This design comes from an exercise in tuning for small area, a short achievable clock period and few clock cycles per item on the open sky130 flow, not from production work.
Only simulation tests tie the RTL to the original design; equivalence was not proved.

--- flow/config.mk ---
export PLATFORM = sky130hd
export DESIGN_NAME = dnn_relu_fp16
export DESIGN_NICKNAME = dnn_relu_fp16
export VERILOG_FILES = /design/flow/design.v
export SDC_FILE = /design/flow/constraint.sdc
export NUM_CORES = 8
export LEC_CHECK = 0
export CAP_MARGIN = 20
export CORE_MARGIN = 2
export CORE_UTILIZATION = 62
export CTS_BUF_LIST = sky130_fd_sc_hd__clkbuf_16
export CTS_CLUSTER_DIAMETER = 80
export CTS_CLUSTER_SIZE = 30
export SLEW_MARGIN = 20
--- flow/design.v ---
`timescale 1ns / 1ps
module mul_fp16
    (input  logic        v,
     input  logic [15:0] a,
     input  logic [12:0] a3,
     input  logic [15:0] b,
     output logic [15:0] s
    );
    logic [10:0] ma;
    logic [12:0] pp [0:4];
    logic [21:0] m, r0, r1, r2, r3, r4, r5, s1, c1, s2, c2, s3, c3, s4, c4;
    logic [5:0]  esum;
    logic [4:0]  e0, e1;
    logic        keep;
    logic [9:0]  mo;
    always_comb begin
        ma = {1'b1, a[9:0]};
        for (int j = 0; j < 5; j++) begin
            case (b[2*j +: 2])
                2'd0: pp[j] = 13'd0;
                2'd1: pp[j] = {2'b00, ma};
                2'd2: pp[j] = {1'b0, ma, 1'b0};
                default: pp[j] = a3;
            endcase
        end
        r0 = {9'd0, pp[0]};
        r1 = {7'd0, pp[1], 2'd0};
        r2 = {5'd0, pp[2], 4'd0};
        r3 = {3'd0, pp[3], 6'd0};
        r4 = {1'b0, pp[4], 8'd0};
        r5 = {1'b0, ma, 10'd0};
        s1 = r0 ^ r1 ^ r2;
        c1 = ((r0 & r1) | (r0 & r2) | (r1 & r2)) << 1;
        s2 = r3 ^ r4 ^ r5;
        c2 = ((r3 & r4) | (r3 & r5) | (r4 & r5)) << 1;
        s3 = s1 ^ c1 ^ s2;
        c3 = ((s1 & c1) | (s1 & s2) | (c1 & s2)) << 1;
        s4 = s3 ^ c3 ^ c2;
        c4 = ((s3 & c3) | (s3 & c2) | (c3 & c2)) << 1;
        m = s4 + c4;
        esum = {1'b0, a[14:10]} + {1'b0, b[14:10]};
        e0   = esum[4:0] + 5'd17;               
        e1   = e0 + 5'd1;
        keep = m[21] || (e0 == 5'd0);
        mo   = keep ? m[20:11] : {m[19:11], 1'b0};
        if (!v || (a == 16'h0000) || (b == 16'h0000))
            s = 16'h0000;
        else if ((a == 16'hFA00) || (b == 16'hFA00))
            s = 16'hFA00;
        else if ((a == 16'h7A00) || (b == 16'h7A00))
            s = 16'h7A00;
        else if (esum <= 6'd14)
            s = 16'h0000;
        else
            s = {a[15] ^ b[15], m[21] ? e1 : e0, mo};
    end
endmodule
`timescale 1ns / 1ps
module add_s1
    (input  logic [15:0] a,
     input  logic [15:0] b,
     output logic [15:0] l,
     output logic [10:0] ms,
     output logic        sub
    );
    logic        agt;
    logic [15:0] t;
    logic [4:0]  shr;
    always_comb begin
        agt = a[14:0] > b[14:0];
        t   = agt ? b : a;
        shr = (agt ? a[14:10] : b[14:10]) - t[14:10];
        sub = a[15] ^ b[15];
        ms  = {1'b1, t[9:0]} >> shr;
        l   = agt ? a : b;
        if (a == 16'h0000) begin
            l  = b;
            ms = 11'd0;
        end else if (b == 16'h0000) begin
            l  = a;
            ms = 11'd0;
        end else if (a == 16'hFA00 || b == 16'hFA00) begin
            l  = 16'hFA00;
            ms = 11'd0;
        end else if (a == 16'h7A00 || b == 16'h7A00) begin
            l  = 16'h7A00;
            ms = 11'd0;
        end else if (a[14:0] == b[14:0] && sub) begin
            l  = 16'h0000;
            ms = 11'd0;
        end
    end
endmodule
module add_s2
    (input  logic [15:0] l,
     input  logic [10:0] ms,
     input  logic        sub,
     output logic [15:0] s
    );
    logic [11:0] mf;
    logic [10:0] mk, z, mn;
    logic [4:0]  sh;
    always_comb begin
        mf = sub ? {1'b0, 1'b1, l[9:0]} - {1'b0, ms}
                 : {1'b0, 1'b1, l[9:0]} + {1'b0, ms};
        mk = 11'd0;
        for (int p = 0; p <= 10; p++)
            if (l[14:10] == 5'(10 - p)) mk[p] = 1'b1;
        z  = mf[10:0] | mk;
        sh = 5'd11;
        for (int p = 0; p <= 10; p++)
            if (z[p]) sh = 5'(10 - p);
        mn = mf[10:0] << sh;
        if (mf[11])
            s = {l[15], l[14:10] + 5'd1, mf[10:1]};
        else
            s = {l[15], l[14:10] - sh, mn[9:0]};
    end
endmodule
`timescale 1ns / 1ps
module dnn_relu_fp16
     (input     logic   clk,
      input     logic   rst,
      input     logic   start,
      input     logic   reset,
      output    logic   done,
      output    logic   unsigned    [16:0]    mem_addr,
      input     logic   signed      [15:0]    mem_data,
      output    logic               [159:0]   out);
    localparam logic [13:0] BASE_W1 = 14'd401;
    localparam logic [13:0] BASE_W2 = 14'd10426;
    localparam logic [15:0] ONE     = 16'h3C00;
    localparam logic [12:0] ONE3    = 13'd3072;     
    localparam logic [2:0] S_IDLE = 3'd0,
                           S_L1   = 3'd1,
                           S_PRE  = 3'd2,
                           S_L2   = 3'd3,
                           S_FIN  = 3'd4,
                           S_DONE = 3'd5;
    logic [2:0]  st;
    logic [4:0]  nj;
    logic        start_q;
    logic [13:0] ma;       
    logic [8:0]  n;        
    logic [13:0] fb;       
    logic [5:0]  cc;       
    logic        qv;       
    logic [4:0]  clrc;     
    logic        sel_r, sel_y, sel_o;    
    logic        rot;      
    logic r_act, r_w1, r_l2, r_pre, r_l2f, r_last, r_first;
    logic m_act, m_v, m_l2, m_pre, m_l2f, m_last;
    logic s1_l2, s1_pre, s1_last;
    logic s2_l2, s2_pre, s2_last;
    logic y_pre, y_last;
    logic [15:0] D, A, Q, P, Y, H;
    logic [12:0] A3;
    logic [15:0] R [0:23];
    logic [15:0] O [0:9];
    logic [15:0] X_l;
    logic [10:0] X_ms;
    logic        X_sub;
    logic [4:0]  njn;
    logic        cap, busy;
    logic [15:0] prod, acc, s1_l, s2_s, h2, asrc;
    logic [10:0] s1_ms;
    logic        s1_sub;
    assign njn  = (nj >= 5'd12) ? nj - 5'd12 : nj + 5'd13;
    assign cap  = (st == S_L1) && m_act && (D[14:0] != 15'd0);
    assign busy = r_w1 && (cc != 6'd0);
    assign h2   = R[2][15] ? 16'h0000 : R[2];
    assign asrc = r_first ? Q : h2;
    mul_fp16 U_MUL (.v(m_v), .a(A), .a3(A3), .b(D), .s(prod));
    assign acc = ({16{sel_r}} & R[0]) | ({16{sel_y}} & Y) | ({16{sel_o}} & O[0]);
    add_s1 U_ADD1 (.a(acc), .b(P), .l(s1_l), .ms(s1_ms), .sub(s1_sub));
    add_s2 U_ADD2 (.l(X_l), .ms(X_ms), .sub(X_sub), .s(s2_s));
    logic [2:0]  st_n;
    logic [13:0] ma_n;
    logic [13:0] step;
    logic [8:0]  n_n;
    logic [5:0]  cc_n;
    logic nr_act, nr_w1, nr_l2, nr_pre, nr_l2f, nr_last, nr_first;
    assign step = (nj >= 5'd12) ? -14'd12 : 14'd13;
    always_comb begin
        st_n = st; ma_n = 14'd0; n_n = n; cc_n = cc - 6'd1;
        nr_act = 1'b0; nr_w1 = 1'b0; nr_l2 = 1'b0; nr_pre = 1'b0;
        nr_l2f = 1'b0; nr_last = 1'b0; nr_first = 1'b0;
        case (st)
            S_IDLE: begin
                nr_act = 1'b1;
                if (start_q) begin
                    st_n = S_L1;
                    ma_n = 14'd1;
                    n_n  = 9'd2;
                end
            end
            S_L1: begin
                if (busy) begin
                    nr_w1 = 1'b1;
                    ma_n = ma + step;
                end else if (cap) begin
                    nr_w1 = 1'b1;
                    nr_first = 1'b1;
                    cc_n = 6'd24;
                    ma_n = fb + {9'd0, njn};
                end else if (qv) begin
                    nr_w1 = 1'b1;
                    nr_first = 1'b1;
                    cc_n = 6'd24;
                    ma_n = ma + step + 14'd25;
                end else if (n != 9'd401) begin
                    nr_act = 1'b1;
                    ma_n = {5'd0, n};
                    n_n = n + 9'd1;
                end else if (!r_act) begin
                    st_n = S_PRE;
                    cc_n = 6'd11;
                    ma_n = BASE_W2;
                    nr_l2 = 1'b1;
                    nr_pre = 1'b1;
                end
            end
            S_PRE: begin
                if (cc > 6'd2 && !cc[5]) begin
                    ma_n = ma + 14'd1;
                    nr_l2 = 1'b1;
                    nr_pre = 1'b1;
                end else if ((cc == 6'd0 || cc[5]) && njn == 5'd0) begin
                    st_n = S_L2;
                    ma_n = BASE_W2 + 14'd10;
                    cc_n = 6'd49;
                    n_n = 9'd0;
                    nr_l2 = 1'b1;
                    nr_l2f = 1'b1;
                end
            end
            S_L2: begin
                if (cc != 6'd0) begin
                    ma_n = ma + (cc[0] ? 14'd1 : 14'd9);
                    nr_l2 = 1'b1;
                    nr_l2f = (cc_n >= 6'd48);
                    nr_last = (cc_n <= 6'd1);
                end else if (n[2:0] != 3'd4) begin
                    n_n = n + 9'd1;
                    cc_n = 6'd49;
                    ma_n = ma - 14'd239;
                    nr_l2 = 1'b1;
                    nr_l2f = 1'b1;
                end else begin
                    st_n = S_FIN;
                end
            end
            S_FIN: begin
                if (y_last && !s2_last)
                    st_n = S_DONE;
            end
            S_DONE: begin
                nr_act = 1'b1;
                if (reset)
                    st_n = S_IDLE;
            end
            default: st_n = S_IDLE;
        endcase
    end
    always_ff @(posedge clk or posedge rst) begin
        if (rst) begin
            st <= S_IDLE; nj <= 5'd0; done <= 1'b0;
        end else begin
            st <= st_n; nj <= njn;
            if (st == S_FIN && y_last && !s2_last)
                done <= 1'b1;
            else if (reset)
                done <= 1'b0;
        end
    end
    always_ff @(posedge clk) begin
        r_act <= nr_act; r_w1 <= nr_w1; r_l2 <= nr_l2; r_pre <= nr_pre;
        r_l2f <= nr_l2f; r_last <= nr_last; r_first <= nr_first;
        m_act <= r_act; m_v <= r_w1 || r_l2; m_l2 <= r_l2; m_pre <= r_pre;
        m_l2f <= r_l2f; m_last <= r_last;
        s1_l2 <= m_l2; s1_pre <= m_pre; s1_last <= m_last;
        s2_l2 <= s1_l2; s2_pre <= s1_pre; s2_last <= s1_last;
        y_pre <= s2_pre; y_last <= s2_last;
    end
    always_ff @(posedge clk) begin
        start_q <= start;
        ma <= ma_n; n <= n_n; cc <= cc_n;
        if (st == S_IDLE && start_q)
            fb <= BASE_W1;
        else if (m_act)
            fb <= fb + 14'd25;
        if (st == S_IDLE)
            qv <= 1'b0;
        else
            qv <= cap || (qv && !r_first);
        if (st == S_IDLE && start_q)
            clrc <= 5'd24;
        else if (clrc != 5'd0)
            clrc <= clrc - 5'd1;
        sel_r <= !m_l2 && !(st == S_IDLE && start_q) && (clrc == 5'd0);
        sel_y <= m_l2 && !m_pre && !m_l2f;
        sel_o <= m_l2 && m_l2f;
        rot   <= m_l2f || s2_last || s2_pre;
    end
    always_ff @(posedge clk) begin
        D <= mem_data;
        P <= prod;
        X_l <= s1_l;
        X_ms <= s1_ms;
        X_sub <= s1_sub;
        Y <= s2_s;
        H <= R[0];
        for (int k = 0; k < 23; k++)
            R[k] <= R[k+1];
        R[23] <= s2_l2 ? H : s2_s;
        if (cap)
            Q <= D;
        if (r_first || (r_l2 && !r_pre && cc[0])) begin
            A  <= asrc;
            A3 <= {2'b01, asrc[9:0]} + {1'b1, asrc[9:0], 1'b0};
        end else if (r_pre) begin
            A  <= ONE;
            A3 <= ONE3;
        end
        if (rot) begin
            for (int k = 0; k < 9; k++)
                O[k] <= O[k+1];
            O[9] <= (y_pre || !Y[15]) ? Y : 16'h0000;
        end
    end
    always_comb begin
        for (int k = 0; k < 10; k++)
            out[16*k +: 16] = O[k];
    end
    assign mem_addr = {3'd0, ma};
endmodule
--- flow/constraint.sdc ---
create_clock -name core_clock -period 30.0 [get_ports {clk}]
set_input_delay 6.0000 -clock core_clock [delete_from_list [all_inputs] [get_ports {clk}]]
set_output_delay 6.0000 -clock core_clock [all_outputs]
set_load 0.01 [all_outputs]
--- flow/standard.sh ---
#!/bin/bash
# synth_recipe.tcl (not shown) runs the flow's synth.tcl, then flattens the netlist and writes it again
# the make line also repeats each setting of config.mk as NAME=value (left out here)
make -C /OpenROAD-flow-scripts/flow DESIGN_CONFIG=/design/flow/config.mk WORK_HOME=/design/flow/orfs CLKGATE_MAP_FILE= SYNTH_SCRIPT=/design/flow/synth_recipe.tcl "${@:-finish}"
--- flow/flow/run.sh ---
#!/bin/bash
# Layout flow: the standard flow (standard.sh), with the port buffers
# made of sky130_fd_sc_hd__buf_2 cells and timing repair aimed at a setup
# slack of 22.5 ns. Each tool's output goes to a log file of its own here.
set -euo pipefail
bash standard.sh synth > log_synth.txt 2>&1
bash standard.sh SETUP_SLACK_MARGIN=22.75 "BUFFER_PORTS_ARGS=-buffer_cell sky130_fd_sc_hd__buf_2" finish > log_layout.txt 2>&1
==> flow_summary.ini, run 1 <==
[floorplanning]
initial_core_util = 0.627
die-height_um = 221
die_w_um = 221
io_pins = 198
fp-row-count = 79
core-area_um2 = 46600
die_area_um2 = 48800

[critical_path]
arrival_ns = 1.25
critical-path-top-delay-family = flip-flops
crit_chain = buf_6
crit_path_end_kind = output port
slowest_stage = edfxtp_1
cp-start-kind = flip-flop
worstPathMaxFanout = 2
worstSetupPathType = reg -> out
required_ns = 24.00
crit_buf_inv = 1
critPathMaxStageDelay_ns = 0.49

[sta]
period_share = 0.242
worst_pin_slew_ns = 1.06
min_period_ns = 7.25
fmax_ghz = 0.138
setup_tns_ns = 0
skew_ns = 0.0362
post-route-worst-setup-slack_ns = 22.75
setup_viol = 0
slew_violations = 0
rsz0062_at_grt = yes
report.final.hold_viol_count = 0
timing.slew.headroom = 0.291

[detailed_routing]
vias = 19184
routed_wl_um = 66400
route.detailed.drc = 0
vias_per_cell = 5.82
final_antenna_net_count = 0
firstDrtPassIters = 7
wire_per_inst_um = 20.2
drt_iter0_markers = 1553

[clocking]
htreeDepth = 2
numCtsBuffers = 37
clk_latency_ns = 0.59
cts_tree = done
cts_buffer_depth = 3
cts_num_sinks = 764
cts.clk_slew.worst_paths_ns = 0.11
root_buffer = clkbuf_16

[synth]
ys.flop_type = dfxtp_1
yosysMostFrequentCell = dfxtp_1
ys_types = 97
synth_commonest_cells = dfxtp_1 (542), edfxtp_1 (213), nand2_1 (172), nor2_1 (160), inv_1 (153)
syn_avg_cell_area_um2 = 11.7
ys_top_cells_by_area = dfxtp_1 (37%), edfxtp_1 (22%), ha_1 (4.9%)
synth_top_area_frac = 0.372
synth-seq-cells = 764
synth_edf_count = 213
ys_warn_count = 7
syn_inst = 2500
synth_area_um2 = 29200
yosysSeqAreaShare = 0.598
yosys.area.top_type = dfxtp_1
async_flop_share = 0.0118

[finish]
fillCellCount = 3413
drive_above_1_share = 0.134
nets = 2841
syn_to_final_growth_pct = 9.58
num_antenna_cells = 0

[global_routing]
grt_pass1_vias = 18808
grt-ovfl-total = 0
antenna_found_initial = 3
grt_max_degree = 90
grt_util_all_layers = 0.272
grt_pass1_wl_um = 105000

[place]
place.gp.congestion = 0.914
dpl.hpwl_um = 48500
io_buffers = 194
dp_slack_ns = 22.81

[job]
drv_cap = 0

[outcome]
status = complete, no violations

[min_path]
hp-class = reg -> reg
worst paths after layout:
path,start,to,slack [ns],cells after the start
max,O[0][13]$_DFFE_PP_,out[13],22.75,1
min in group asynchronous,rst,done$_DFFE_PP0P_,5.34,2
min,R[6][13]$_DFF_P_,R[5][13]$_DFF_P_,0.32,0
max reg2reg,D[4]$_DFF_P_,P[5]$_SDFF_PP0_,23.44,19
min reg2reg,R[6][13]$_DFF_P_,R[5][13]$_DFF_P_,0.32,0
max in group asynchronous,rst,nj[1]$_DFF_PP0_,24.41,2
logic make-up (layout without fill, tap and decap cells):
family,Yosys count,after routing,share of synthesized area
fa+ha+maj,157,157,0.0781
simple gates,624,624,0.103
other cells,1,3,0.000128
buf+inv,246,431,0.0330
compound gates,499,499,0.117
xor+xnor,129,129,0.0390
mux,80,80,0.0310
flops,764,764,0.598
what timing repair did:
item | in CTS | in global routing
hold buffers | 0 | 0
resized for setup | 13 | 12
setup buffers | 2 | 4
setup endpoints to repair | 14 | 16
endpoints found under the hold margin | 0 | 0
cloned | 0 | 0
cell usage in the layout (no fill, tap or decap), types with 9 or more instances in the layout:
cell	instances
a31oi_1	22
nor2b_1	24
buf_2	191
xnor2_1	78
o31ai_1	10
nand2_1	172
a21oi_1	113
ha_1	115
nand3_1	53
inv_1	162
dfrtp_1	9
a21boi_0	13
nor4_1	17
nand2b_1	20
o22ai_1	12
or2_2	9
clkbuf_16	38
a22oi_1	24
buf_4	20
a21o_1	24
mux2i_1	33
or3_1	9
o211ai_1	14
a211oi_1	11
nor2_1	160
xor2_1	50
edfxtp_1	213
dfxtp_1	529
and2_1	38
nor3_1	46
o21ai_0	102
mux2_2	43
nand4_1	18
and3_1	27
a22o_1	41
fa_1	42
final cells by class:
type	count	area, um2	area share
Clock buffer	38	951	0.0297
Clock inverter	24	273	0.00853
Inverter	154	578	0.0181
Multi-Input combinational cell	1492	10800	0.337
Sequential cell	764	17500	0.547
Tap cell	607	759	0.0237
Timing Repair Buffer	215	1150	0.0360
metrics by stage:
stage | utilization | hold WS (ns) | instance area [um2] | cells
final | 0.687 | 0.322 | 32000 | 3294
after global routing | 0.687 | 0.332 | 32000 | 3294
after CTS | 0.685 | 0.326 | 31900 | 3288
after detailed placement | 0.658 | 0.312 | 30600 | 3224
after global placement | 0.658 | 0.310 | 30600 | 3224
after floorplan | - | 0.310 | 29200 | 2502
registers in the layout, indices dropped and copies added (netlist names), 13 cells and up:
register  count
X_l          16
A            15
ma           14
fb           14
H            16
D            16
Q            16
Y            16
R           384
O           160
P            16
A3           13
layer usage:
metal	share of wire	GRT usage	wire, um	vias up
li1	-	-	-	9131
met1	0.44	0.379	29500	9314
met2	0.45	0.429	29800	610
met3	0.069	0.0494	4550	129
met4	0.037	0.102	2490	0
met5	0	0	0	-
Testbench counts, summed over its fixed seeds: cycles 143,457, items 48.
==> run 2, diff against run 1 <==
==> flow/flow/run.sh (replaced) <==
#!/bin/bash
# Layout flow: the standard flow (standard.sh), with the port buffers
# made of sky130_fd_sc_hd__buf_2 cells, timing repair aimed at a setup
# slack of 22.75 ns, and clock tree synthesis without dummy loads.
# Each tool's output goes to a log file of its own here.
set -euo pipefail
bash standard.sh synth > log_synth.txt 2>&1
bash standard.sh SETUP_SLACK_MARGIN=22.75 \
  "BUFFER_PORTS_ARGS=-buffer_cell sky130_fd_sc_hd__buf_2" \
  "CTS_ARGS=-sink_clustering_enable -repair_clock_nets -sink_clustering_size 30 -sink_clustering_max_diameter 80 -buf_list sky130_fd_sc_hd__clkbuf_16 -dont_use_dummy_load" \
  finish > log_layout.txt 2>&1
==> run 2 against run 1 <==
  * Still clean on timing, DRC and antenna
  * Clock skew grew 0.042 ns
  * First-iteration DRC count is 3.2% higher
  * Core utilization fell by 0.67 points
  * Die area unchanged
  * Final cell count down 0.76%
  * Synthesized area unchanged
  * Non-clock buffer count did not move
  * Highest routed layer unchanged
==> flow_summary.ini, run 2 <==
[outcome]
status = complete, no violations

[synth]
yosysMostFrequentCell = dfxtp_1
async_flop_share = 0.0118
syn_avg_cell_area_um2 = 11.7
yosys.area.top_type = dfxtp_1
synth_top_area_frac = 0.372
ys.flop_type = dfxtp_1
synth_commonest_cells = dfxtp_1 (542), edfxtp_1 (213), nand2_1 (172), nor2_1 (160), inv_1 (153)
ys_top_cells_by_area = dfxtp_1 (37%), edfxtp_1 (22%), ha_1 (4.9%)
synth-seq-cells = 764
ys_types = 97
synth_area_um2 = 29200
synth_edf_count = 213
ys_warn_count = 7
syn_inst = 2500
yosysSeqAreaShare = 0.598

[critical_path]
crit_path_end_kind = output port
slowest_stage = edfxtp_1
required_ns = 24.00
crit_chain = buf_6
r2r_setup_slack_ns = 23.46
critical-path-top-delay-family = flip-flops
critPathMaxStageDelay_ns = 0.49
worstPathMaxFanout = 2
cp-start-kind = flip-flop
arrival_ns = 1.26
cp-startpoint = O[0][13]$_DFFE_PP_
rr_startpoint = D[4]$_DFF_P_
crit_buf_inv = 1
worstSetupPathType = reg -> out

[sta]
min_period_ns = 7.26
setup_tns_ns = 0
slew_violations = 0
timing.slew.headroom = 0.313
skew_ns = 0.0784
hold_ws_ns = 0.301
report.final.hold_viol_count = 0
setup_viol = 0
worst_pin_slew_ns = 1.03
period_share = 0.242
fmax_ghz = 0.138
rsz0062_at_grt = yes

[global_routing]
grt_max_degree = 90
grt_pass1_vias = 18801
grt_util_all_layers = 0.272
antenna_found_initial = 3
grt-ovfl-total = 0
grt_pass1_wl_um = 105000

[finish]
largest-register = R
fillCellCount = 3454
largestRegisters = R: 384 flops, O: 160 flops
num_antenna_cells = 0
syn_to_final_growth_pct = 8.51
nets = 2841
seqCellArea_um2 = 17500
multi_input_area_um2 = 10800
layout_common_cells = dfxtp_1 (530), edfxtp_1 (213), buf_2 (191), nand2_1 (172), nor2_1 (160)
final_common_cell = dfxtp_1
largest_reg_flops = 384
drive_above_1_share = 0.129

[clocking]
cts_num_sinks = 764
clk_latency_ns = 0.59
cts_hold_buffers = 0
cts.clk_slew.worst_paths_ns = 0.10
htreeDepth = 2
numCtsBuffers = 37
root_buffer = clkbuf_16
cts_buffer_depth = 3
cts_tree = done

[detailed_routing]
route.detailed.drc = 0
routed_wl_um = 66300
vias_per_cell = 5.83
final_antenna_net_count = 0
firstDrtPassIters = 6
drt_iter0_markers = 1603
vias = 19070
wire_per_inst_um = 20.3

[floorplanning]
fp-row-count = 79
die_area_um2 = 48800
core-area_um2 = 46600
io_pins = 198
die_w_um = 221
initial_core_util = 0.627
die-height_um = 221

[min_path]
hold_start = R[22][14]$_DFF_P_
hp-class = reg -> reg

[job]
drv_cap = 0

[place]
place.gp.congestion = 0.914
dpl.hpwl_um = 48500
io_buffers = 194
-- run 2: cell counts after synthesis --
No cell type changed its count.
-- run 2: cell families after synthesis --
kind of cell             after synthesis  share of synthesized area
AO/OA/AOI/OAI                        499                      0.117
flip-flops                           764                      0.598
AND/OR/NAND/NOR                      624                      0.103
multiplexers                          80                     0.0310
buffers and inverters                246                     0.0330
XOR/XNOR                             129                     0.0390
other                                  1                   0.000128
adder cells (fa/ha/maj)              157                     0.0781
-- run 2: cell type report --
class / count / area share
clock buffers: 37 / 0.0292
inverters: 154 / 0.0182
multi-input cells: 1492 / 0.340
flip-flops and latches: 764 / 0.552
well taps: 607 / 0.0240
repair buffers: 215 / 0.0363
-- run 2: metal layers --
| metal | global-route usage | vias up | routed length (um) |
|---|---|---|---|
| met2 | 0.427 | 639 | 29700 |
| met4 | 0.103 | 0 | 2490 |
| met5 | 0 | - | 0 |
| met1 | 0.379 | 9197 | 29600 |
| met3 | 0.0497 | 128 | 4610 |
| li1 | - | 9106 | - |
-- run 2: final timing paths --
path,endpoint,cells past startpoint
hold reg to reg,R[21][14]$_DFF_P_,0
hold / removal,R[21][14]$_DFF_P_,0
setup / recovery,out[13],1
max in group asynchronous,nj[1]$_DFF_PP0_,2
setup reg to reg,P[5]$_SDFF_PP0_,19
min in group asynchronous,st[0]$_DFFE_PP0P_,2
-- run 2: what timing repair did --
item | in CTS | in global routing
pin swaps | 0 | 0
setup buffers | 2 | 4
cloned | 0 | 0
resized for setup | 12 | 7
setup endpoints to repair | 14 | 12
-- run 2: stage by stage --
step	cells	instance area (um2)	setup slack, ns	utilization
6_report	3269	31700	22.74	0.680
5_1_grt	3269	31700	22.72	0.680
4_1_cts	3263	31600	22.74	0.679
3_5_place_dp	3224	30600	22.81	0.658
3_3_place_gp	3224	30600	22.77	0.658
2_1_floorplan	2502	29200	23.01	-
==> run 3, diff against run 2 <==
--- a/flow/flow/run.sh
+++ b/flow/flow/run.sh
@@ -9,3 +9,3 @@
   "BUFFER_PORTS_ARGS=-buffer_cell sky130_fd_sc_hd__buf_2" \
-  "CTS_ARGS=-sink_clustering_enable -repair_clock_nets -sink_clustering_size 30 -sink_clustering_max_diameter 80 -buf_list sky130_fd_sc_hd__clkbuf_16 -dont_use_dummy_load" \
+  "CTS_ARGS=-sink_clustering_enable -repair_clock_nets -sink_clustering_size 36 -sink_clustering_max_diameter 80 -buf_list sky130_fd_sc_hd__clkbuf_16 -dont_use_dummy_load" \
   finish > log_layout.txt 2>&1
==> run 3 against run 2 <==
  * Still clean
  * Die area unchanged
  * Worst setup slack got worse by 0.0013 ns
  * Clock skew decreased by 0.0044 ns
  * Count of clock-buffer cells in the layout shrank 3
  * Critical path depth stayed put
  * Register-to-register slack worse by 0.04 ns
  * Synthesized cell count unchanged
  * Worst hold slack got worse by 0.017 ns
  * Fmax is essentially flat
  * Critical path type unchanged
==> flow_summary.ini, run 3 <==
[place]
postPlaceCellArea_um2 = 30600
place.gp.congestion = 0.914
dpl.hpwl_um = 48500
io_buffers = 194

[critical_path]
crit_buf_inv = 1
crit_chain = buf_6
critPathMaxStageDelay_ns = 0.49
cp-start-kind = flip-flop
worstSetupPathType = reg -> out
slowest_stage = edfxtp_1
required_ns = 24.00
critical-path-top-delay-family = flip-flops
crit_path_end_kind = output port
arrival_ns = 1.26
worstPathMaxFanout = 2

[clocking]
root_buffer = clkbuf_16
cts_buffer_depth = 3
cts.clk_slew.worst_paths_ns = 0.12
cts_tree = done
clk_latency_ns = 0.60
cts_num_sinks = 764
numCtsBuffers = 34
htreeDepth = 2

[synth]
synth_commonest_cells = dfxtp_1 (542), edfxtp_1 (213), nand2_1 (172), nor2_1 (160), inv_1 (153)
synth_edf_count = 213
async_flop_share = 0.0118
synth-seq-cells = 764
yosysSeqAreaShare = 0.598
yosysMostFrequentCell = dfxtp_1
ys.flop_type = dfxtp_1
ys_types = 97
syn_inst = 2500
ys_top_cells_by_area = dfxtp_1 (37%), edfxtp_1 (22%), ha_1 (4.9%)
yosys.area.top_type = dfxtp_1
synth_area_um2 = 29200
synth_top_area_frac = 0.372
syn_avg_cell_area_um2 = 11.7
ys_warn_count = 7

[detailed_routing]
firstDrtPassIters = 6
drt_iter0_markers = 1589
routed_wl_um = 66000
vias = 19074
final_antenna_net_count = 0
route.detailed.drc = 0
vias_per_cell = 5.83
wire_per_inst_um = 20.2

[global_routing]
grt_max_degree = 90
grt-ovfl-total = 0
grt_util_all_layers = 0.271
antenna_found_initial = 2
grt_pass1_vias = 18689
grt_pass1_wl_um = 105000

[finish]
final_cell_area_um2 = 31600
largest_reg_flops = 384
largestRegisters = R: 384 flops, O: 160 flops
layout_common_cells = dfxtp_1 (531), edfxtp_1 (213), buf_2 (191), nand2_1 (172), nor2_1 (160)
largest-register = R
drive_above_1_share = 0.128
fillCellCount = 3474
nets = 2841
syn_to_final_growth_pct = 8.32
final_common_cell = dfxtp_1
num_antenna_cells = 0

[floorplanning]
die_area_um2 = 48800
initial_core_util = 0.627
io_pins = 198
core-area_um2 = 46600
die_w_um = 221
fp-row-count = 79
die-height_um = 221

[sta]
worst_pin_slew_ns = 1.04
report.final.hold_viol_count = 0
skew_ns = 0.0741
rsz0062_at_grt = yes
min_period_ns = 7.26
setup_tns_ns = 0
fmax_ghz = 0.138
setup_viol = 0
timing.slew.headroom = 0.308
period_share = 0.242
slew_violations = 0

[outcome]
status = complete, no violations

[min_path]
hp-class = reg -> reg

[job]
drv_cap = 0
-- run 3: cell counts after synthesis --
Identical to the previous run, type by type.
-- run 3: area by class of cell --
class / instances / area (um2) / area share
Sequential cell: 764 / 17500 / 0.553
Timing Repair Buffer: 218 / 1170 / 0.0371
Multi-Input combinational cell: 1492 / 10800 / 0.341
Inverter: 154 / 578 / 0.0183
Tap cell: 607 / 759 / 0.0240
Clock buffer: 34 / 851 / 0.0269
-- run 3: path summary, 6_finish.rpt --
kind | slack, ns | from | endpoint | cells past startpoint
max in group asynchronous | 24.37 | rst | nj[1]$_DFF_PP0_ | 2
min reg2reg | 0.28 | R[22][14]$_DFF_P_ | R[21][14]$_DFF_P_ | 0
max | 22.74 | O[0][13]$_DFFE_PP_ | out[13] | 1
min in group asynchronous | 5.38 | rst | done$_DFFE_PP0P_ | 2
min | 0.28 | R[22][14]$_DFF_P_ | R[21][14]$_DFF_P_ | 0
max reg2reg | 23.42 | D[4]$_DFF_P_ | P[5]$_SDFF_PP0_ | 19
-- run 3: routing by layer --
| metal | global-route usage | up-vias | share of wire |
|---|---|---|---|
| met1 | 0.377 | 9191 | 0.45 |
| met2 | 0.424 | 639 | 0.45 |
| li1 | - | 9106 | - |
| met3 | 0.0517 | 138 | 0.070 |
| met5 | 0 | - | 0 |
| met4 | 0.102 | 0 | 0.038 |
-- run 3: metrics by stage --
step / std cells / hold slack [ns] / utilization / worst slack, ns
final: 3269 / 0.284 / 0.679 / 22.74
after global routing: 3269 / 0.278 / 0.679 / 22.71
after CTS: 3259 / 0.284 / 0.677 / 22.73
after detailed placement: 3224 / 0.312 / 0.658 / 22.81
after global placement: 3224 / 0.310 / 0.658 / 22.77
after floorplan: 2502 / 0.310 / - / 23.01
-- run 3: repair_timing --
item / 4_1_cts / 5_1_grt
endpoints found under the setup margin: 14 / 15
pin swaps: 0 / 0
buffers inserted: 1 / 8
hold buffers: 0 / 0
resized for setup: 14 / 3
-- run 3: kinds of logic (layout without fill, tap and decap cells) --
| family | Yosys count | after routing | synth area share |
|---|---|---|---|
| adder cells (fa/ha/maj) | 157 | 157 | 0.0781 |
| AO/OA/AOI/OAI | 499 | 499 | 0.117 |
| multiplexers | 80 | 80 | 0.0310 |
| XOR/XNOR | 129 | 129 | 0.0390 |
| AND/OR/NAND/NOR | 624 | 624 | 0.103 |
| other | 1 | 3 | 0.000128 |
| buffers and inverters | 246 | 406 | 0.0330 |
| flip-flops | 764 | 764 | 0.598 |
==> run 4, diff against run 3 <==
--- a/flow/flow/run.sh
+++ b/flow/flow/run.sh
@@ -9,3 +9,3 @@
   "BUFFER_PORTS_ARGS=-buffer_cell sky130_fd_sc_hd__buf_2" \
-  "CTS_ARGS=-sink_clustering_enable -repair_clock_nets -sink_clustering_size 36 -sink_clustering_max_diameter 80 -buf_list sky130_fd_sc_hd__clkbuf_16 -dont_use_dummy_load" \
+  "CTS_ARGS=-sink_clustering_enable -repair_clock_nets -sink_clustering_size 20 -sink_clustering_max_diameter 50 -buf_list sky130_fd_sc_hd__clkbuf_8 -dont_use_dummy_load" \
   finish > log_layout.txt 2>&1
==> run 4 against run 3 <==
  * Register-to-register slack improved by 0.03 ns
  * Clock skew grew 0.0076 ns
  * Count of clock-buffer cells in the layout is 21 higher
  * First-iteration DRC count rose by 4.7%
  * Synthesized cell count is the same
  * Sequential share of layout area is 1.5 points lower
  * Fmax shrank 1.4%
  * Worst hold slack got worse by 0.016 ns
  * Via count is 3.0% higher
==> flow_summary.ini, run 4 <==
[outcome]
status = complete, no violations

[floorplanning]
die_w_um = 221
io_pins = 198
die-height_um = 221
core-area_um2 = 46600
fp-row-count = 79
die_area_um2 = 48800
initial_core_util = 0.627

[clocking]
cts_num_sinks = 764
cts.clk_slew.worst_paths_ns = 0.11
cts_hold_buffers = 0
numCtsBuffers = 55
htreeDepth = 2
cts_buffer_depth = 3
clk_latency_ns = 0.70
cts_tree = done
root_buffer = clkbuf_8

[place]
io_buffers = 194
place.gp.congestion = 0.914
postPlaceCellArea_um2 = 30600
dpl.hpwl_um = 48500

[synth]
synth_commonest_cells = dfxtp_1 (542), edfxtp_1 (213), nand2_1 (172), nor2_1 (160), inv_1 (153)
ys_warn_count = 7
yosys.area.top_type = dfxtp_1
syn_inst = 2500
ys.flop_type = dfxtp_1
syn_avg_cell_area_um2 = 11.7
yosysMostFrequentCell = dfxtp_1
synth_compound_area_frac = 0.117
synthAdderAreaFrac = 0.0781
synth_top_family_by_area = compound AO/OA/AOI/OAI gates
synth-seq-cells = 764
async_flop_share = 0.0118
ys_top_cells_by_area = dfxtp_1 (37%), edfxtp_1 (22%), ha_1 (4.9%)
synth_edf_count = 213
synthMuxAreaShare = 0.0310
yosysSeqAreaShare = 0.598
ys_types = 97
synth_area_um2 = 29200
synth-simple-area-share = 0.103
synth_xor_xnor_area_share = 0.0390
synth_top_area_frac = 0.372

[detailed_routing]
wire_per_inst_um = 20.3
routed_wl_um = 69100
route.detailed.drc = 0
vias = 19647
firstDrtPassIters = 6
vias_per_cell = 5.79
final_antenna_net_count = 0
drt_iter0_markers = 1664

[global_routing]
grt-ovfl-total = 0
antenna_found_initial = 1
grt_util_all_layers = 0.277
grt_pass1_wl_um = 107000
grt_pass1_vias = 19261
grt_max_degree = 90

[critical_path]
crit_chain = buf_6
worstPathMaxFanout = 2
cp-start-kind = flip-flop
crit_buf_inv = 1
crit_path_end_kind = output port
required_ns = 24.00
arrival_ns = 1.36
worstSetupPathType = reg -> out
critical-path-top-delay-family = flip-flops
slowest_stage = edfxtp_1
critPathMaxStageDelay_ns = 0.49

[finish]
largest-register = R
num_antenna_cells = 0
drive_above_1_share = 0.169
largest_reg_flops = 384
final_cell_area_um2 = 32600
nets = 2966
final_common_cell = dfxtp_1
syn_to_final_growth_pct = 11.6
final_core_utilization = 0.700
multi_input_area_um2 = 10800
layout_common_cells = dfxtp_1 (527), edfxtp_1 (213), nand2_1 (172), nor2_1 (160), buf_2 (155)
fillCellCount = 3362
seqCellArea_um2 = 17500
largestRegisters = R: 384 flops, O: 160 flops

[sta]
min_period_ns = 7.36
hold_ws_ns = 0.269
skew_ns = 0.0816
slew_violations = 0
report.final.hold_viol_count = 0
setup_viol = 0
fmax_ghz = 0.136
rsz0062_at_grt = yes
period_share = 0.245
worst_pin_slew_ns = 1.05
timing.slew.headroom = 0.302
setup_tns_ns = 0

[job]
drv_cap = 0

[min_path]
hp-class = reg -> reg
==> run 4: layout make-up <==
type,count,share of cell area
sequential,764,0.538
multi-input combinational,1492,0.331
timing repair buffer,322,0.0668
tap,607,0.0233
clock buffer,55,0.0232
inverter,154,0.0178
==> run 4: kinds of logic after synthesis <==
| group | after synthesis |
|---|---|
| adders and majority gates | 157 |
| muxes | 80 |
| xor gates and xnor gates | 129 |
| other | 1 |
| and+or+nand+nor | 624 |
| DFF | 764 |
| AOI/OAI and AO/OA | 499 |
| buffers and inverters | 246 |
==> run 4: final timing paths <==
path,end,startpoint,depth (start not counted),slack (ns)
hold / removal,R[21][14]$_DFF_P_,R[22][14]$_DFF_P_,0,0.27
min in group asynchronous,st[0]$_DFFE_PP0P_,rst,2,5.28
setup reg to reg,P[5]$_SDFF_PP0_,D[4]$_DFF_P_,19,23.45
hold reg to reg,R[21][14]$_DFF_P_,R[22][14]$_DFF_P_,0,0.27
setup / recovery,out[13],O[0][13]$_DFFE_PP_,1,22.64
max in group asynchronous,nj[0]$_DFF_PP0_,rst,2,24.47
==> run 4: through the flow <==
stage          worst slack [ns]  instances
3_5_place_dp              22.81       3224
2_1_floorplan             23.01       2502
5_1_grt                   22.58       3394
4_1_cts                   22.60       3347
6_report                  22.64       3394
3_3_place_gp              22.77       3224
==> run 4: what timing repair did <==
item                       4_1_cts  5_1_grt
buffers inserted                68       45
hold endpoints to repair         0        0
gates resized for setup         43       41
setup endpoints to repair      174      162
==> run 4: routing by layer <==
layer | share of wire | vias up | global-route usage
li1 | - | 9348 | -
met1 | 0.44 | 9544 | 0.380
met2 | 0.46 | 601 | 0.436
met3 | 0.067 | 154 | 0.0596
met4 | 0.035 | 0 | 0.0987
met5 | 0 | - | 0
==> run 5, diff against run 4 <==
--- a/flow/design.v
+++ b/flow/design.v
@@ -155,3 +155,3 @@
     logic y_pre, y_last;
-    logic [15:0] D, A, Q, P, Y, H;
+    logic [15:0] D, A, Q, P, Y;
     logic [12:0] A3;
@@ -311,7 +311,8 @@
         Y <= s2_s;
-        H <= R[0];
         for (int k = 0; k < 23; k++)
             R[k] <= R[k+1];
-        R[23] <= s2_l2 ? H : s2_s;
-        if (cap)
+        R[23] <= s2_l2 ? Q : s2_s;
+        if (s1_l2)
+            Q <= R[0];
+        else if (cap)
             Q <= D;
--- a/flow/flow/run.sh
+++ b/flow/flow/run.sh
@@ -9,3 +9,3 @@
   "BUFFER_PORTS_ARGS=-buffer_cell sky130_fd_sc_hd__buf_2" \
-  "CTS_ARGS=-sink_clustering_enable -repair_clock_nets -sink_clustering_size 20 -sink_clustering_max_diameter 50 -buf_list sky130_fd_sc_hd__clkbuf_8 -dont_use_dummy_load" \
+  "CTS_ARGS=-sink_clustering_enable -repair_clock_nets -sink_clustering_size 30 -sink_clustering_max_diameter 80 -buf_list sky130_fd_sc_hd__clkbuf_16 -dont_use_dummy_load" \
   finish > log_layout.txt 2>&1
==> run 5 against run 4 <==
  * Still clean on timing, DRC and antenna
  * Register-to-register slack lost 0.13 ns
  * Count of clock-buffer cells in the layout shrank 19
  * Design area shrank 3.2%
  * Fmax grew 1.1%
  * Critical endpoint is now out[10]
==> flow_summary.ini, run 5 <==
[outcome]
status = complete, no violations

[sta]
skew_ns = 0.0784
fmax_ghz = 0.137
slew_violations = 0
min_period_ns = 7.29
setup_viol = 0
setup_tns_ns = 0
timing.slew.headroom = 0.225
report.final.hold_viol_count = 0
period_share = 0.243
hold_ws_ns = 0.314
worst_pin_slew_ns = 1.16
rsz0062_at_grt = yes
post-route-worst-setup-slack_ns = 22.71

[finish]
nets = 2834
largest_reg_flops = 384
syn_to_final_growth_pct = 8.77
final_common_cell = dfxtp_1
largest-register = R
fillCellCount = 3473
layout_common_cells = dfxtp_1 (514), edfxtp_1 (213), buf_2 (190), nor2_1 (172), nand2_1 (146)
num_antenna_cells = 0
drive_above_1_share = 0.144
finalNonFillerCells = 3262
largestRegisters = R: 384 flops, O: 160 flops

[clocking]
root_buffer = clkbuf_16
cts_buffer_depth = 3
cts_tree = done
htreeDepth = 2
clk_latency_ns = 0.60
cts_num_sinks = 748
numCtsBuffers = 36
cts.clk_slew.worst_paths_ns = 0.11

[place]
dpl.hpwl_um = 48500
io_buffers = 194
place.gp.congestion = 0.903
dp_slack_ns = 22.90
post-place-cells = 3202

[critical_path]
critical-path-top-delay-family = flip-flops
arrival_ns = 1.29
required_ns = 24.00
crit_path_end_kind = output port
crit_chain = buf_6
slowest_stage = edfxtp_1
cp-start-kind = flip-flop
worstPathMaxFanout = 2
crit_buf_inv = 1
critPathMaxStageDelay_ns = 0.50
worstSetupPathType = reg -> out

[global_routing]
grt_pass1_wl_um = 102000
grt-ovfl-total = 0
grt_pass1_vias = 18379
grt_util_all_layers = 0.270
grt_max_degree = 89
antenna_found_initial = 1

[synth]
synth_area_um2 = 29000
ys_warn_count = 7
synth_commonest_cells = dfxtp_1 (526), edfxtp_1 (213), nor2_1 (172), nand2_1 (146), inv_1 (144)
ys_types = 96
ys_top_cells_by_area = dfxtp_1 (36%), edfxtp_1 (22%), ha_1 (5.0%)
syn_inst = 2486
yosysMostFrequentCell = dfxtp_1
synth_top_area_frac = 0.363
yosys.area.top_type = dfxtp_1
yosysSeqAreaShare = 0.592
syn_avg_cell_area_um2 = 11.7
synth-seq-cells = 748
ys.flop_type = dfxtp_1
synth_edf_count = 213
async_flop_share = 0.0120

[floorplanning]
die_area_um2 = 48500
initial_core_util = 0.625
fp-row-count = 79
die_w_um = 220
core-area_um2 = 46400
die-height_um = 220
io_pins = 198

[detailed_routing]
wire_per_inst_um = 20.3
route.detailed.drc = 0
final_antenna_net_count = 0
vias_per_cell = 5.86
routed_wl_um = 66200
vias = 19104
firstDrtPassIters = 7
drt_iter0_markers = 1620

[min_path]
hp-class = reg -> reg

[job]
drv_cap = 0
==> run 5: per-layer routing <==
layer | share of wire | vias up | track usage
li1 | - | 9079 | -
met1 | 0.45 | 9216 | 0.381
met2 | 0.46 | 688 | 0.430
met3 | 0.060 | 121 | 0.0407
met4 | 0.031 | 0 | 0.0922
met5 | 0 | - | 0
==> run 5: worst paths after layout <==
kind | to | start | cells after the start | slack, ns
setup / recovery | out[10] | O[0][10]$_DFFE_PP_ | 1 | 22.71
hold / removal | R[0][6]$_DFF_P_ | R[1][6]$_DFF_P_ | 0 | 0.31
setup reg to reg | P[1]$_SDFF_PP0_ | D[2]$_DFF_P_ | 17 | 23.32
hold reg to reg | R[0][6]$_DFF_P_ | R[1][6]$_DFF_P_ | 0 | 0.31
max in group asynchronous | nj[4]$_DFF_PP0_ | rst | 2 | 24.33
min in group asynchronous | nj[2]$_DFF_PP0_ | rst | 2 | 5.40
==> run 5: cell families (layout without fill, tap and decap cells) <==
kind of cell	count (synthesis)	after routing	synth area share
other cells	1	3	0.000129
compound gates	515	515	0.123
fa+ha+maj	157	157	0.0786
simple gates	611	611	0.102
buf+inv	245	412	0.0333
xor+xnor	122	122	0.0380
flops	748	748	0.592
mux	87	87	0.0332
==> run 5: through the flow <==
step	util	cell area [um2]
after floorplan	-	29000
after global placement	0.656	30400
after detailed placement	0.656	30400
after CTS	0.678	31400
after global routing	0.680	31500
final	0.680	31500
==> run 5: layout make-up <==
type                            instances  area [um2]  share of cell area
Inverter                              146         548              0.0174
Clock buffer                           36         901              0.0286
Tap cell                              607         759              0.0241
Timing Repair Buffer                  230        1270              0.0402
Multi-Input combinational cell       1495       10900               0.345
Sequential cell                       748       17200               0.545
==> run 5: timing repair <==
action	in CTS	in global routing
setup endpoints to repair	27	26
resized for setup	17	3
pin swaps	0	0
gates cloned	0	0
buffers inserted	13	11
hold buffers	0	0
==> run 5: worst reg2reg max path, delay by kind of cell, from the launching register on <==
| kind | cells | cell delay [ns] |
|---|---|---|
| AO/OA/AOI/OAI | 8 | 2.77 |
| adder cells (fa/ha/maj) | 4 | 1.64 |
| flip-flops | 1 | 0.95 |
| AND/OR/NAND/NOR | 3 | 0.87 |
| XOR/XNOR | 1 | 0.28 |
| buffers and inverters | 1 | 0.04 |
Testbench counts of run 5, summed over its fixed seeds: cycles 143,457, items 48.
==> run 6, diff against run 5 <==
--- a/flow/config.mk
+++ b/flow/config.mk
@@ -9,6 +9,3 @@
 export CORE_MARGIN = 2
-export CORE_UTILIZATION = 62
-export CTS_BUF_LIST = sky130_fd_sc_hd__clkbuf_16
-export CTS_CLUSTER_DIAMETER = 80
-export CTS_CLUSTER_SIZE = 30
+export CORE_UTILIZATION = 70
 export SLEW_MARGIN = 20
==> run 6 against run 5 <==
  * Core utilization increased by 8.5 points
  * Worst setup slack improved by 0.026 ns
  * Final cell count decreased by 2.9%
  * Critical endpoint is now out[7]
  * Routed wire length increased by 2.3%
  * Still clean
==> flow_summary.ini, run 6 <==
[outcome]
status = complete, no violations

[floorplanning]
io_pins = 198
die_area_um2 = 43100
die_w_um = 208
initial_core_util = 0.710
core-area_um2 = 40800
fp-row-count = 74
die-height_um = 208

[sta]
timing.slew.headroom = 0.182
hold_ws_ns = 0.297
report.final.hold_viol_count = 0
skew_ns = 0.0669
period_share = 0.242
min_period_ns = 7.26
slew_violations = 0
setup_viol = 0
worst_pin_slew_ns = 1.23
setup_tns_ns = 0
fmax_ghz = 0.138
rsz0062_at_grt = yes

[detailed_routing]
drt_iter0_markers = 1892
routed_wl_um = 67800
wire_per_inst_um = 21.4
vias_per_cell = 6.10
final_antenna_net_count = 0
firstDrtPassIters = 7
route.detailed.drc = 0
vias = 19334

[min_path]
hold_depth = 0
hp-class = reg -> reg

[critical_path]
r2r_setup_slack_ns = 23.26
arrival_ns = 1.26
critPathMaxStageDelay_ns = 0.49
worstSetupPathDepth = 1
cp-start-kind = flip-flop
crit_buf_inv = 1
worstPathMaxFanout = 2
worstSetupPathType = reg -> out
critical-path-top-delay-family = flip-flops
ff2ff_path_depth = 17
required_ns = 24.00
crit_chain = buf_2
slowest_stage = edfxtp_1
crit_path_end_kind = output port

[finish]
largestRegisters = R: 384 flops, O: 160 flops
layout_common_cells = dfxtp_1 (516), edfxtp_1 (213), buf_2 (194), nor2_1 (172), nand2_1 (146)
largest_reg_flops = 384
final_common_cell = dfxtp_1
fillCellCount = 2689
syn_to_final_growth_pct = 7.75
seqCellArea_um2 = 17200
largest-register = R
multi_input_area_um2 = 10900
nets = 2813
drive_above_1_share = 0.136

[synth]
yosysSeqAreaShare = 0.592
ys.flop_type = dfxtp_1
async_flop_share = 0.0120
synth_top_area_frac = 0.363
syn_inst = 2486
ys_warn_count = 7
yosysMostFrequentCell = dfxtp_1
synth_commonest_cells = dfxtp_1 (526), edfxtp_1 (213), nor2_1 (172), nand2_1 (146), inv_1 (144)
ys_types = 96
synth_edf_count = 213
synth-seq-cells = 748
syn_avg_cell_area_um2 = 11.7
yosys.area.top_type = dfxtp_1
synth_area_um2 = 29000
ys_top_cells_by_area = dfxtp_1 (36%), edfxtp_1 (22%), ha_1 (5.0%)

[clocking]
cts_buffer_depth = 3
cts.clk_slew.worst_paths_ns = 0.10
clk_latency_ns = 0.59
root_buffer = clkbuf_16
htreeDepth = 2
cts_tree = done
cts_hold_buffers = 0
cts_num_sinks = 748
numCtsBuffers = 35

[global_routing]
grt_pass1_vias = 19184
grt-ovfl-total = 0
grt_pass1_wl_um = 106000
grt_max_degree = 98
grt_util_all_layers = 0.313
antenna_found_initial = 1

[place]
place.gp.congestion = 0.931
io_buffers = 194
dpl.hpwl_um = 49000

[job]
drv_cap = 0
==> run 6: cell counts after synthesis <==
No cell type changed its count.
==> run 6: path summary, 6_finish.rpt <==
kind	from	to
max in group asynchronous	rst	nj[2]$_DFF_PP0_
setup / recovery	O[0][7]$_DFFE_PP_	out[7]
min in group asynchronous	rst	nj[4]$_DFF_PP0_
hold reg to reg	R[19][13]$_DFF_P_	R[18][13]$_DFF_P_
setup reg to reg	D[2]$_DFF_P_	P[1]$_SDFF_PP0_
hold / removal	R[19][13]$_DFF_P_	R[18][13]$_DFF_P_
==> run 6: per-stage QoR <==
stage / area [um2] / cells / setup slack, ns / util
after floorplan: 29000 / 2488 / 23.14 / -
after global placement: 30300 / 3126 / 22.89 / 0.742
after detailed placement: 30300 / 3126 / 22.89 / 0.742
after CTS: 31200 / 3165 / 22.70 / 0.765
after global routing: 31200 / 3166 / 22.69 / 0.765
final: 31200 / 3167 / 22.74 / 0.765
==> run 6: cells by family after synthesis <==
| logic type | synth area share |
|---|---|
| and+or+nand+nor | 0.102 |
| AOI/OAI and AO/OA | 0.123 |
| DFF | 0.592 |
| muxes | 0.0332 |
| adders and majority gates | 0.0786 |
| other | 0.000129 |
| xor gates and xnor gates | 0.0380 |
| buffers and inverters | 0.0333 |
==> run 6: cell type report <==
class                           instances  area share
Sequential cell                       748       0.550
Antenna cell                            1   0.0000801
Tap cell                              532      0.0213
Timing Repair Buffer                  210      0.0351
Multi-Input combinational cell       1495       0.348
Clock buffer                           35      0.0280
Inverter                              146      0.0175
==> run 6: per-layer routing <==
metal | global-route usage | part of all wire
met3 | 0.0490 | 0.073
met4 | 0.118 | 0.035
met1 | 0.420 | 0.42
met5 | 0 | 0
met2 | 0.517 | 0.47
==> run 6: repair_timing <==
item / in CTS / in global routing
buffers inserted: 4 / 1
endpoints found under the setup margin: 12 / 4
gates resized for setup: 8 / 2
==> run 7, diff against run 6 <==
--- a/flow/design.v
+++ b/flow/design.v
@@ -183,2 +183,14 @@
     assign step = (nj >= 5'd12) ? -14'd12 : 14'd13;
+    logic [13:0] kc, ma_inc;
+    always_comb begin
+        if (st == S_L1)
+            kc = busy ? step : step + 14'd25;
+        else if (st == S_PRE)
+            kc = 14'd1;
+        else if (cc == 6'd0)
+            kc = -14'd239;
+        else
+            kc = cc[0] ? 14'd1 : 14'd9;
+    end
+    assign ma_inc = ma + kc;
     always_comb begin
@@ -199,3 +211,3 @@
                     nr_w1 = 1'b1;
-                    ma_n = ma + step;
+                    ma_n = ma_inc;
                 end else if (cap) begin
@@ -209,3 +221,3 @@
                     cc_n = 6'd24;
-                    ma_n = ma + step + 14'd25;
+                    ma_n = ma_inc;
                 end else if (n != 9'd401) begin
@@ -224,3 +236,3 @@
                 if (cc > 6'd2 && !cc[5]) begin
-                    ma_n = ma + 14'd1;
+                    ma_n = ma_inc;
                     nr_l2 = 1'b1;
@@ -238,3 +250,3 @@
                 if (cc != 6'd0) begin
-                    ma_n = ma + (cc[0] ? 14'd1 : 14'd9);
+                    ma_n = ma_inc;
                     nr_l2 = 1'b1;
@@ -245,3 +257,3 @@
                     cc_n = 6'd49;
-                    ma_n = ma - 14'd239;
+                    ma_n = ma_inc;
                     nr_l2 = 1'b1;
==> run 7 against run 6 <==
  * Die area decreased by 3.4%
  * First-iteration DRC count decreased by 14%
  * Design area decreased by 2.8%
  * Fmax about the same
  * Still clean on timing, DRC and antenna
  * Via count decreased by 5.7%
  * Sequential cell count unchanged
  * Largest cell class unchanged
  * Register-to-register slack improved by 0.15 ns
==> flow_summary.ini, run 7 <==
[critical_path]
crit_path_end_kind = output port
crit_buf_inv = 1
r2r_setup_slack_ns = 23.41
rr_startpoint = D[4]$_DFF_P_
critical-path-top-delay-family = flip-flops
crit_chain = buf_2
worstSetupPathType = reg -> out
regToRegEndpoint = P[9]$_SDFF_PP0_
arrival_ns = 1.27
worstSetupPathDepth = 1
cp-startpoint = O[0][13]$_DFFE_PP_
slowest_stage = edfxtp_1
ff2ff_path_depth = 18
worstPathMaxFanout = 2
required_ns = 24.00
cp-start-kind = flip-flop
critPathMaxStageDelay_ns = 0.50

[detailed_routing]
wire_per_inst_um = 21.7
routed_wl_um = 65600
drt_iter0_markers = 1634
firstDrtPassIters = 8
route.detailed.drc = 0
final_antenna_net_count = 0
vias_per_cell = 6.03
vias = 18227

[synth]
synth_commonest_cells = dfxtp_1 (526), edfxtp_1 (213), nand2_1 (154), inv_1 (146), nor2_1 (141)
ys_warn_count = 7
yosysMostFrequentCell = dfxtp_1
yosys.area.top_type = dfxtp_1
ys_top_cells_by_area = dfxtp_1 (38%), edfxtp_1 (23%), ha_1 (5.1%)
synth_area_um2 = 28000
ys_types = 88
syn_avg_cell_area_um2 = 12.0
ys.flop_type = dfxtp_1
synth_top_family_by_area = compound AO/OA/AOI/OAI gates
synth-seq-cells = 748
synthMuxAreaShare = 0.0347
synth_edf_count = 213
synthAdderAreaFrac = 0.0822
synth-simple-area-share = 0.0970
synth_compound_area_frac = 0.108
yosysSeqAreaShare = 0.613
async_flop_share = 0.0120
synth_top_area_frac = 0.376
syn_inst = 2324
synth_xor_xnor_area_share = 0.0325

[floorplanning]
io_pins = 198
fp-row-count = 73
die_area_um2 = 41600
core-area_um2 = 39500
die_w_um = 204
initial_core_util = 0.707
die-height_um = 204

[place]
dpl.hpwl_um = 46700
postPlaceCellArea_um2 = 29400
io_buffers = 194
place.gp.congestion = 0.938

[finish]
syn_to_final_growth_pct = 8.49
layout_common_cells = dfxtp_1 (525), edfxtp_1 (213), buf_2 (193), nand2_1 (154), inv_1 (146)
largest-register = R
largestRegisters = R: 384 flops, O: 160 flops
largest_reg_flops = 384
num_antenna_cells = 0
final_common_cell = dfxtp_1
fillCellCount = 2484
final_core_utilization = 0.767
nets = 2679
final_cell_area_um2 = 30400
drive_above_1_share = 0.139

[sta]
setup_tns_ns = 0
report.final.hold_viol_count = 0
period_share = 0.242
setup_viol = 0
worst_pin_slew_ns = 1.15
fmax_ghz = 0.138
rsz0062_at_grt = yes
slew_violations = 0
hold_ws_ns = 0.270
skew_ns = 0.0692
min_period_ns = 7.27
timing.slew.headroom = 0.229

[clocking]
cts.clk_slew.worst_paths_ns = 0.10
cts_buffer_depth = 3
cts_num_sinks = 748
htreeDepth = 2
numCtsBuffers = 35
clk_latency_ns = 0.59
cts_tree = done
root_buffer = clkbuf_16

[job]
drv_cap = 0

[min_path]
hold_depth = 0
hp-class = reg -> reg
hold_start = R[1][14]$_DFF_P_
min_to = R[0][14]$_DFF_P_

[global_routing]
grt_pass1_wl_um = 102000
grt_max_degree = 93
grt-ovfl-total = 0
antenna_found_initial = 2
grt_util_all_layers = 0.319
grt_pass1_vias = 18093

[outcome]
status = complete, no violations
-- run 7: cell types whose count changed in the layout (fill, tap and decap cells not counted), sizes merged, moves of 5 or more --
| cell | delta |
|---|---|
| xnor2 | -11 |
| nor3 | -10 |
| a21oi | -11 |
| nand3 | -14 |
| xor2 | -9 |
| buf | +8 |
| o21a | -8 |
| o21ai | -39 |
| a22o | -7 |
| nand2 | +9 |
| nor2 | -31 |
| a221oi | -5 |
-- run 7: stage by stage --
step | setup WS, ns | std cells
2_1_floorplan | 23.03 | 2326
3_3_place_gp | 22.77 | 2980
3_5_place_dp | 22.73 | 2980
4_1_cts | 22.72 | 3023
5_1_grt | 22.71 | 3024
6_report | 22.74 | 3024
-- run 7: logic make-up after synthesis --
| family | after synthesis |
|---|---|
| DFF | 748 |
| and+or+nand+nor | 555 |
| AOI/OAI and AO/OA | 442 |
| buffers and inverters | 229 |
| adders and majority gates | 158 |
| xor gates and xnor gates | 102 |
| muxes | 89 |
| other | 1 |
-- run 7: area by class of cell --
cell class	instances	area (um2)	area share
flip-flops and latches	748	17200	0.565
multi-input cells	1349	9940	0.328
repair buffers	218	1160	0.0383
clock buffers	35	876	0.0289
well taps	525	657	0.0216
inverters	149	559	0.0184
-- run 7: worst max-delay path by stage --
| stage | end |
|---|---|
| floorplan | st[2]$_DFFE_PP0P_ |
| global placement | st[2]$_DFFE_PP0P_ |
| detailed placement | st[2]$_DFFE_PP0P_ |
| CTS | out[21] |
| global route | out[21] |
| finish | out[13] |
-- run 7: per-layer routing --
| metal | vias to the layer above | GRT usage | part of all wire |
|---|---|---|---|
| li1 | 8482 | - | - |
| met1 | 8808 | 0.438 | 0.42 |
| met2 | 798 | 0.522 | 0.47 |
| met3 | 137 | 0.0438 | 0.070 |
| met4 | 2 | 0.115 | 0.033 |
| met5 | - | 0 | 0.00011 |
-- run 7: repair_timing --
item | CTS | global route
gates resized for setup | 1 | 0
gates cloned | 0 | 0
setup buffers | 8 | 1
endpoints found under the setup margin | 12 | 4
hold buffers | 0 | 0
Testbench counts of run 7, summed over its fixed seeds: cycles 143,457, items 48.
==> run 8, diff against run 7 <==
--- a/flow/design.v
+++ b/flow/design.v
@@ -132,2 +132,3 @@
     localparam logic [15:0] ONE     = 16'h3C00;
+    localparam logic [4:0]  NJ0     = 5'd6;
     localparam logic [12:0] ONE3    = 13'd3072;     
@@ -280,3 +281,4 @@
         end else begin
-            st <= st_n; nj <= njn;
+            st <= st_n;
+            nj <= (st == S_IDLE && start_q) ? NJ0 : njn;
             if (st == S_FIN && y_last && !s2_last)
--- a/flow/config.mk
+++ b/flow/config.mk
@@ -9,3 +9,3 @@
 export CORE_MARGIN = 2
-export CORE_UTILIZATION = 70
+export CORE_UTILIZATION = 66
 export SLEW_MARGIN = 20
==> run 8 against run 7 <==
  * Clock skew rose by 0.018 ns
  * Sequential share of layout area down 0.13 points
  * Sequential cell count unchanged
  * Still clean on timing, DRC and antenna
  * Core utilization fell by 4.1 points
  * Synthesized cell count unchanged
==> flow_summary.ini, run 8 <==
[outcome]
status = complete, no violations

[critical_path]
crit_chain = buf_6
cp-start-kind = flip-flop
critPathMaxStageDelay_ns = 0.51
critical-path-top-delay-family = flip-flops
worstSetupPathDepth = 1
required_ns = 24.00
worstPathMaxFanout = 2
ff2ff_path_depth = 19
crit_buf_inv = 1
arrival_ns = 1.30
crit_path_end_kind = output port
slowest_stage = edfxtp_1

[global_routing]
antenna_found_initial = 2
grt_pass1_wl_um = 96200
grt_util_all_layers = 0.281
grt_max_degree = 61
grt-ovfl-total = 0

[clocking]
root_buffer = clkbuf_16
clk_latency_ns = 0.60
cts_tree = done

[synth]
async_flop_share = 0.0120
synth_edf_count = 213
synth_compound_area_frac = 0.107
syn_inst = 2324
synth-seq-cells = 748
syn_avg_cell_area_um2 = 12.0
yosysMostFrequentCell = dfxtp_1
ys.flop_type = dfxtp_1
ys_top_cells_by_area = dfxtp_1 (38%), edfxtp_1 (23%), ha_1 (5.1%)
yosysSeqAreaShare = 0.613
synthAdderAreaFrac = 0.0822
synth_xor_xnor_area_share = 0.0328
synthMuxAreaShare = 0.0407
synth-simple-area-share = 0.0914
synth_commonest_cells = dfxtp_1 (526), edfxtp_1 (213), inv_1 (158), nor2_1 (155), nand2_1 (138)

[sta]
slew_violations = 0
fmax_ghz = 0.137
setup_tns_ns = 0
worst_pin_slew_ns = 1.04
period_share = 0.243

[floorplanning]
io_pins = 198
die_w_um = 210
initial_core_util = 0.668
die_area_um2 = 44000
fp-row-count = 75

[detailed_routing]
route.detailed.drc = 0
vias = 17808
vias_per_cell = 5.85
drt_iter0_markers = 1455
firstDrtPassIters = 5
final_antenna_net_count = 0
routed_wl_um = 62000

[min_path]
hp-class = reg -> reg

[place]
io_buffers = 194
dpl.hpwl_um = 44800
post-place-cells = 2995

[finish]
multi_input_area_um2 = 9930
syn_to_final_growth_pct = 8.76
nets = 2682
final_core_utilization = 0.727
seqCellArea_um2 = 17200
final_common_cell = dfxtp_1
fillCellCount = 2888
## run 8: changes by cell type after synthesis, moves of 7 or more
cell      change
nor2_1       +14
a22o_1        -7
nand2_1      -16
o211ai_1      -7
nor3_1        -8
o21bai_1      +9
inv_1        +12
nor2b_1       -8
mux2i_1      +10
a22oi_1      +16
o21ai_0      +19
a21boi_0     -12
a222oi_1      -7
## run 8: stage by stage
step | worst slack, ns | area (um2) | hold WS [ns]
after floorplan | 23.00 | 28000 | 0.310
after global placement | 22.76 | 29400 | 0.310
after detailed placement | 22.74 | 29400 | 0.312
after CTS | 22.68 | 30400 | 0.304
after global routing | 22.67 | 30400 | 0.308
final | 22.70 | 30400 | 0.301
## run 8: area by class of cell
type	count	share of cell area
Sequential cell	748	0.564
Multi-Input combinational cell	1343	0.326
Timing Repair Buffer	217	0.0384
Clock buffer	36	0.0296
Tap cell	539	0.0222
Inverter	158	0.0195
Antenna cell	1	0.0000823
## run 8: worst paths after layout
check                                        start  slack (ns)               end
worst max register to register        D[4]$_DFF_P_       23.31   P[2]$_SDFF_PP0_
worst min register to register     R[1][9]$_DFF_P_        0.30   R[0][9]$_DFF_P_
worst min-delay path               R[1][9]$_DFF_P_        0.30   R[0][9]$_DFF_P_
max in group asynchronous                      rst       24.31  done$_DFFE_PP0P_
worst max-delay path            O[4][13]$_DFFE_PP_       22.70           out[77]
min in group asynchronous                      rst        5.38   nj[0]$_DFF_PP0_
## run 8: kinds of logic after synthesis
family / count (synthesis)
AND/OR/NAND/NOR: 534
flip-flops: 748
other: 1
multiplexers: 100
buffers and inverters: 235
XOR/XNOR: 103
adder cells (fa/ha/maj): 158
AO/OA/AOI/OAI: 445
## run 8: repair_timing
item / CTS / global route
resized for setup: 1 / 3
hold buffers: 0 / 0
setup buffers: 5 / 5
setup endpoints to repair: 7 / 10
## run 8: routing by layer
layer	global-route usage	vias up	share of wire	wire length, um
met1	0.394	8674	0.44	27500
met3	0.0444	84	0.061	3790
met2	0.461	599	0.47	29400
met4	0.0724	0	0.023	1430
li1	-	8451	-	-
met5	0	-	0	0
Testbench counts of run 8, summed over its fixed seeds: cycles 143,185, items 48.

[what the ideal ports hide]
In the flow no input, the clock included, has a driving cell. The finished layouts below were timed again as built, in two steps.
Step 1: set_driving_cell puts a clkbuf_16 on clk and a buf_2 on each other input, an assumption about the parent block.
Step 2, shift: input delay + t, output delay - t, t = (earliest + latest rising clock arrival at the registers) / 2. This alone moves slack from input paths to output paths.
Three values: ideal, step 1, step 2; two values: the first two.
run	shift t [ns]	slack for setup (ns)	cell pins on the clock port's net
run 1	0.634	22.749 / 22.692 / 22.812	1
run 2	0.617	22.742 / 22.682 / 22.793	1
run 3	0.619	22.740 / 22.683 / 22.790	1
run 4	0.719	22.635 / 22.580 / 22.798	1
run 5	0.621	22.714 / 22.654 / 22.860	1
run 6	0.609	22.741 / 22.681 / 22.843	1
run 7	0.607	22.735 / 22.677 / 22.714	1
run 8	0.617	22.705 / 22.648 / 22.715	1
After both steps setup and hold are still met in every run listed. The setup slack of run 7, which loses most, moves by -0.058 ns with the drivers and by -0.021 ns with both steps.
